This design comes from an exercise in tuning for small area, a short achievable clock period and few clock cycles per item on the open sky130 flow, not from production work.
The RTL was checked by simulation tests, not by an equivalence proof against the original design.

// decimal_to_bcd
module decimal_to_bcd #(
    parameter INPUT_WIDTH = 14,
    parameter DECIMAL_DIGITS = 4
)(
    input wire clk_i,
    input wire rst_i,
    input wire start_i,
    input wire [INPUT_WIDTH-1 : 0] binary_i,
    output reg [DECIMAL_DIGITS*4-1 : 0] bcd_o,
    output reg done_o
);
function [3:0] dstep;
    input [2:0] q;
    input c;
    begin
        dstep[3] = (c & q[0]) | q[1];
        dstep[2] = (~c & q[1]) | (c & ~q[0] & ~q[1]);
        dstep[1] = (~c & q[0]) | (q[1] & ~q[2]) | (c & ~q[1] & q[2]);
        dstep[0] = (c & q[1] & q[2]) | (~c & ~q[1] & q[2]);
    end
endfunction
function [3:0] tobcd;
    input [2:0] q;
    input c;
    begin
        tobcd[3] = (q[1] & ~q[2]);
        tobcd[2] = q[0] | (q[1] & q[2]);
        tobcd[1] = q[2];
        tobcd[0] = c;
    end
endfunction
function [15:0] front;
    input [13:0] b;
    reg [11:0] q;
    reg [3:0] h, c, t;
    integer i, j;
    begin
        q = 12'd0;
        h = 4'd0;
        for (i = 0; i < 9; i = i + 1) begin
            c = {h[2:0], b[13 - i]};
            for (j = 0; j < 4; j = j + 1) begin
                t = dstep(q[j*3 +: 3], c[j]);
                q[j*3 +: 3] = t[2:0];
                h[j] = t[3];
            end
        end
        c = {h[2:0], b[4]};
        for (j = 0; j < 4; j = j + 1)
            front[j*4 +: 4] = {q[j*3 +: 3], c[j]};
    end
endfunction
function [15:0] back;
    input [19:0] m;
    reg [11:0] q;
    reg [3:0] h, c, t;
    integer i, j;
    begin
        for (j = 0; j < 4; j = j + 1) begin
            t = dstep(m[4 + j*4 + 1 +: 3], m[4 + j*4]);
  ...
For scale: roughly 1600 um2 of cells after synthesis.
clock: 10.0 ns
lec_check: 0
abc_area: 1
cap_margin: 20
core_margin: 2
core_utilization: 40
slew_margin: 20
standard.sh (not shown) runs the stock make flow with config.mk's settings and CLKGATE_MAP_FILE= SYNTH_SCRIPT=/design/flow/synth_recipe.tcl, a recipe that flattens the netlist after the stock synthesis.
==> flow/flow/run.sh <==
#!/bin/bash
# Own layout flow: the standard layout (standard.sh), changed in three ways:
#  - synthesis is ORFS's own synth script (standard.sh synth) with ORFS's ABC
#    area script swapped for flow/abc_area.script; only the combinational
#    mapping changes, the registers and their names are the standard ones;
#  - the port buffers use the smallest buffer instead of the default cell;
#  - clock tree synthesis runs without the dummy load cell.
# Each make run writes its full output to a log file here (ORFS also keeps
# its per-step logs under orfs/logs).
set -euo pipefail
W=$(pwd)
BUF=sky130_fd_sc_hd__buf_1
CTS="-sink_clustering_enable -repair_clock_nets -dont_use_dummy_load -sink_clustering_size 30 -sink_clustering_max_diameter 200"
rm -rf "$W/scripts_mod"
cp -r "$FLOW_HOME/scripts" "$W/scripts_mod"
cp "$W/flow/abc_area.script" "$W/scripts_mod/abc_area.script"
bash standard.sh SCRIPTS_DIR="$W/scripts_mod" ABC_AREA=1 synth > "$W/synth.log" 2>&1
bash standard.sh "BUFFER_PORTS_ARGS=-buffer_cell $BUF" "CTS_ARGS=$CTS" finish > "$W/layout.log" 2>&1
==> flow/flow/abc_area.script <==
strash
&get -n
&dch -f
&nf -R 1000
&put
topo
buffer -c
upsize -c
dnsize -c
The starting point completed with no timing, DRC or antenna violations.
Testbench counts at the start, summed over its fixed seeds: cycles 2,048, items 2,048.
Change:
--- a/flow/flow/run.sh
+++ b/flow/flow/run.sh
@@ -5,5 +5,5 @@
 #    mapping changes, the registers and their names are the standard ones;
 #  - the port buffers use the smallest buffer instead of the default cell;
-#  - clock tree synthesis runs without the dummy load cell.
+#  - clock tree synthesis uses clkbuf_4 cells and no dummy load cell.
 # Each make run writes its full output to a log file here (ORFS also keeps
 # its per-step logs under orfs/logs).
@@ -11,5 +11,5 @@
 W=$(pwd)
 BUF=sky130_fd_sc_hd__buf_1
-CTS="-sink_clustering_enable -repair_clock_nets -dont_use_dummy_load -sink_clustering_size 30 -sink_clustering_max_diameter 200"
+CTS="-sink_clustering_enable -repair_clock_nets -dont_use_dummy_load -root_buf sky130_fd_sc_hd__clkbuf_4 -buf_list sky130_fd_sc_hd__clkbuf_4 -sink_clustering_size 30 -sink_clustering_max_diameter 500"
 rm -rf "$W/scripts_mod"
 cp -r "$FLOW_HOME/scripts" "$W/scripts_mod"
==> flow/flow/abc_area.script (replaced) <==
strash; balance -l; resub -K 6 -l; rewrite -l; resub -K 6 -N 2 -l; refactor -l; resub -K 8 -l; balance -l; resub -K 8 -N 2 -l; rewrite -l; resub -K 10 -l; rewrite -z -l; resub -K 10 -N 2 -l; balance -l; resub -K 12 -l; refactor -z -l; resub -K 12 -N 2 -l; rewrite -z -l; balance -l; balance -l; resub -K 6 -l; rewrite -l; resub -K 6 -N 2 -l; refactor -l; resub -K 8 -l; balance -l; resub -K 8 -N 2 -l; rewrite -l; resub -K 10 -l; rewrite -z -l; resub -K 10 -N 2 -l; balance -l; resub -K 12 -l; refactor -z -l; resub -K 12 -N 2 -l; rewrite -z -l; balance -l; dch -f; map -a; topo; stime -c
Outcome:
- The changed run finished clean
- area after synthesis went down by 2.1%
- count of clock-buffer cells in the layout stays the same
- final area went down by 3.0%
- synthesized cell count went up by about 20%
- flip-flop and latch count does not change
- wire length went up by about 1%
- critical path depth went up by 8

---

== JK ==
decimal_to_bcd, a different RTL version from the one above (not shown whole).
Size: ~270 cells after synthesis, ~18 flip-flops, about 34 I/O pins, about 1500 um2 of cells after synthesis.
## decimal_to_bcd
module decimal_to_bcd #(
    parameter INPUT_WIDTH = 14,
    parameter DECIMAL_DIGITS = 4
)(
    input wire clk_i,
    input wire rst_i,
    input wire start_i,
    input wire [INPUT_WIDTH-1 : 0] binary_i,
    output reg [DECIMAL_DIGITS*4-1 : 0] bcd_o,
    output reg done_o
);
Settings: LEC_CHECK=0, ABC_AREA=1, CAP_MARGIN=20, CORE_MARGIN=2, CORE_UTILIZATION=40, SLEW_MARGIN=20; clock period 10.0 ns.
==> flow/flow/run.sh <==
#!/bin/bash
# Own layout flow: the standard layout (standard.sh) with
#  - synthesis run through ORFS's own synth script, but with the ABC area
#    script replaced by flow/abc_area.script (combinational mapping only;
#    registers and their names are the standard synthesis's),
#  - the port buffers made from a fast small buffer instead of the default,
set -euo pipefail
W=$(pwd)
BUF=${BUF:-sky130_fd_sc_hd__buf_2}
MARGIN=${MARGIN:-6}
rm -rf "$W/scripts_mod"
cp -r "$FLOW_HOME/scripts" "$W/scripts_mod"
cp "$W/flow/abc_area.script" "$W/scripts_mod/abc_area.script"
bash standard.sh SCRIPTS_DIR="$W/scripts_mod" ABC_AREA=1 synth > "$W/synth.log" 2>&1
bash standard.sh "BUFFER_PORTS_ARGS=-buffer_cell $BUF" SETUP_SLACK_MARGIN=$MARGIN finish > "$W/layout.log" 2>&1
==> flow/flow/abc_area.script <==
strash
balance -l
resub -K 6 -l
rewrite -l
resub -K 6 -N 2 -l
refactor -l
resub -K 8 -l
balance -l
resub -K 8 -N 2 -l
rewrite -l
resub -K 10 -l
rewrite -z -l
resub -K 10 -N 2 -l
balance -l
resub -K 12 -l
refactor -z -l
resub -K 12 -N 2 -l
rewrite -z -l
balance -l
balance -l
resub -K 6 -l
rewrite -l
resub -K 6 -N 2 -l
refactor -l
resub -K 8 -l
balance -l
resub -K 8 -N 2 -l
rewrite -l
resub -K 10 -l
rewrite -z -l
resub -K 10 -N 2 -l
balance -l
resub -K 12 -l
refactor -z -l
resub -K 12 -N 2 -l
rewrite -z -l
balance -l
dch -f
map -a
topo
stime -c
JK: no failed stages, no open violations at the end
Testbench counts of JK, summed over its fixed seeds: cycles 2,048, items 2,048.
--- input diff JK..PW ---
Settings: PLACE_DENSITY: unset -> 0.8; CORE_UTILIZATION: 40 -> 70; CTS_CLUSTER_SIZE: unset -> 30; CTS_CLUSTER_DIAMETER: unset -> 100.
-- flow/flow/run.sh --
<<< JK, line 8
W=$(pwd)
BUF=${BUF:-sky130_fd_sc_hd__buf_2}
MARGIN=${MARGIN:-6}
rm -rf "$W/scripts_mod"
cp -r "$FLOW_HOME/scripts" "$W/scripts_mod"
>>> PW, line 8
W=$(pwd)
BUF=${BUF:-sky130_fd_sc_hd__buf_2}
MARGIN=${MARGIN:-0}
rm -rf "$W/scripts_mod"
cp -r "$FLOW_HOME/scripts" "$W/scripts_mod"
==> flow/flow/abc_area.script <==
strash
dch
map -B 0.9
topo
buffer -c
upsize -c
dnsize -c
Results
In PW, the sequential fraction of the synthesis area came out 5.5 points below the value in JK. In the flow results for PW and JK, the final cell count is smaller on PW. Register fraction of the total cell area, PW and JK: lower on JK.

-- static timing again, ports no longer ideal --
No port has a modelled driver above. Below, the same layouts with a new extraction and two added sets of constraints. Step 1: set_driving_cell puts a clkbuf_16 on clk_i and a buf_2 on each other input, an assumption about the parent block. Step 2 also shifts input and output timing later by t, the mid clock arrival at the registers, as if the neighbouring blocks saw the same clock. a / b / c = ideal / step 1 / step 2; a / b = the first two.
run | shift t [ns] | setup WS [ns] | hold slack, ns
the first run of note 1 | 0.268 | 5.270 / 5.247 / 5.221 | 1.539 / 1.538 / 1.806
the second run of note 1 | 0.296 | 4.745 / 4.748 / 4.452 | 1.521 / 1.519 / 1.815
JK | 0.291 | 3.618 / 3.586 / 3.295 | 1.566 / 1.562 / 1.853
PW | 0.315 | 5.455 / 5.432 / 5.747 | 1.519 / 1.515 / 1.829
After both steps every run listed still meets setup and hold. The setup slack of JK, which loses most, moves by -0.032 ns with the drivers and by -0.323 ns with both steps.
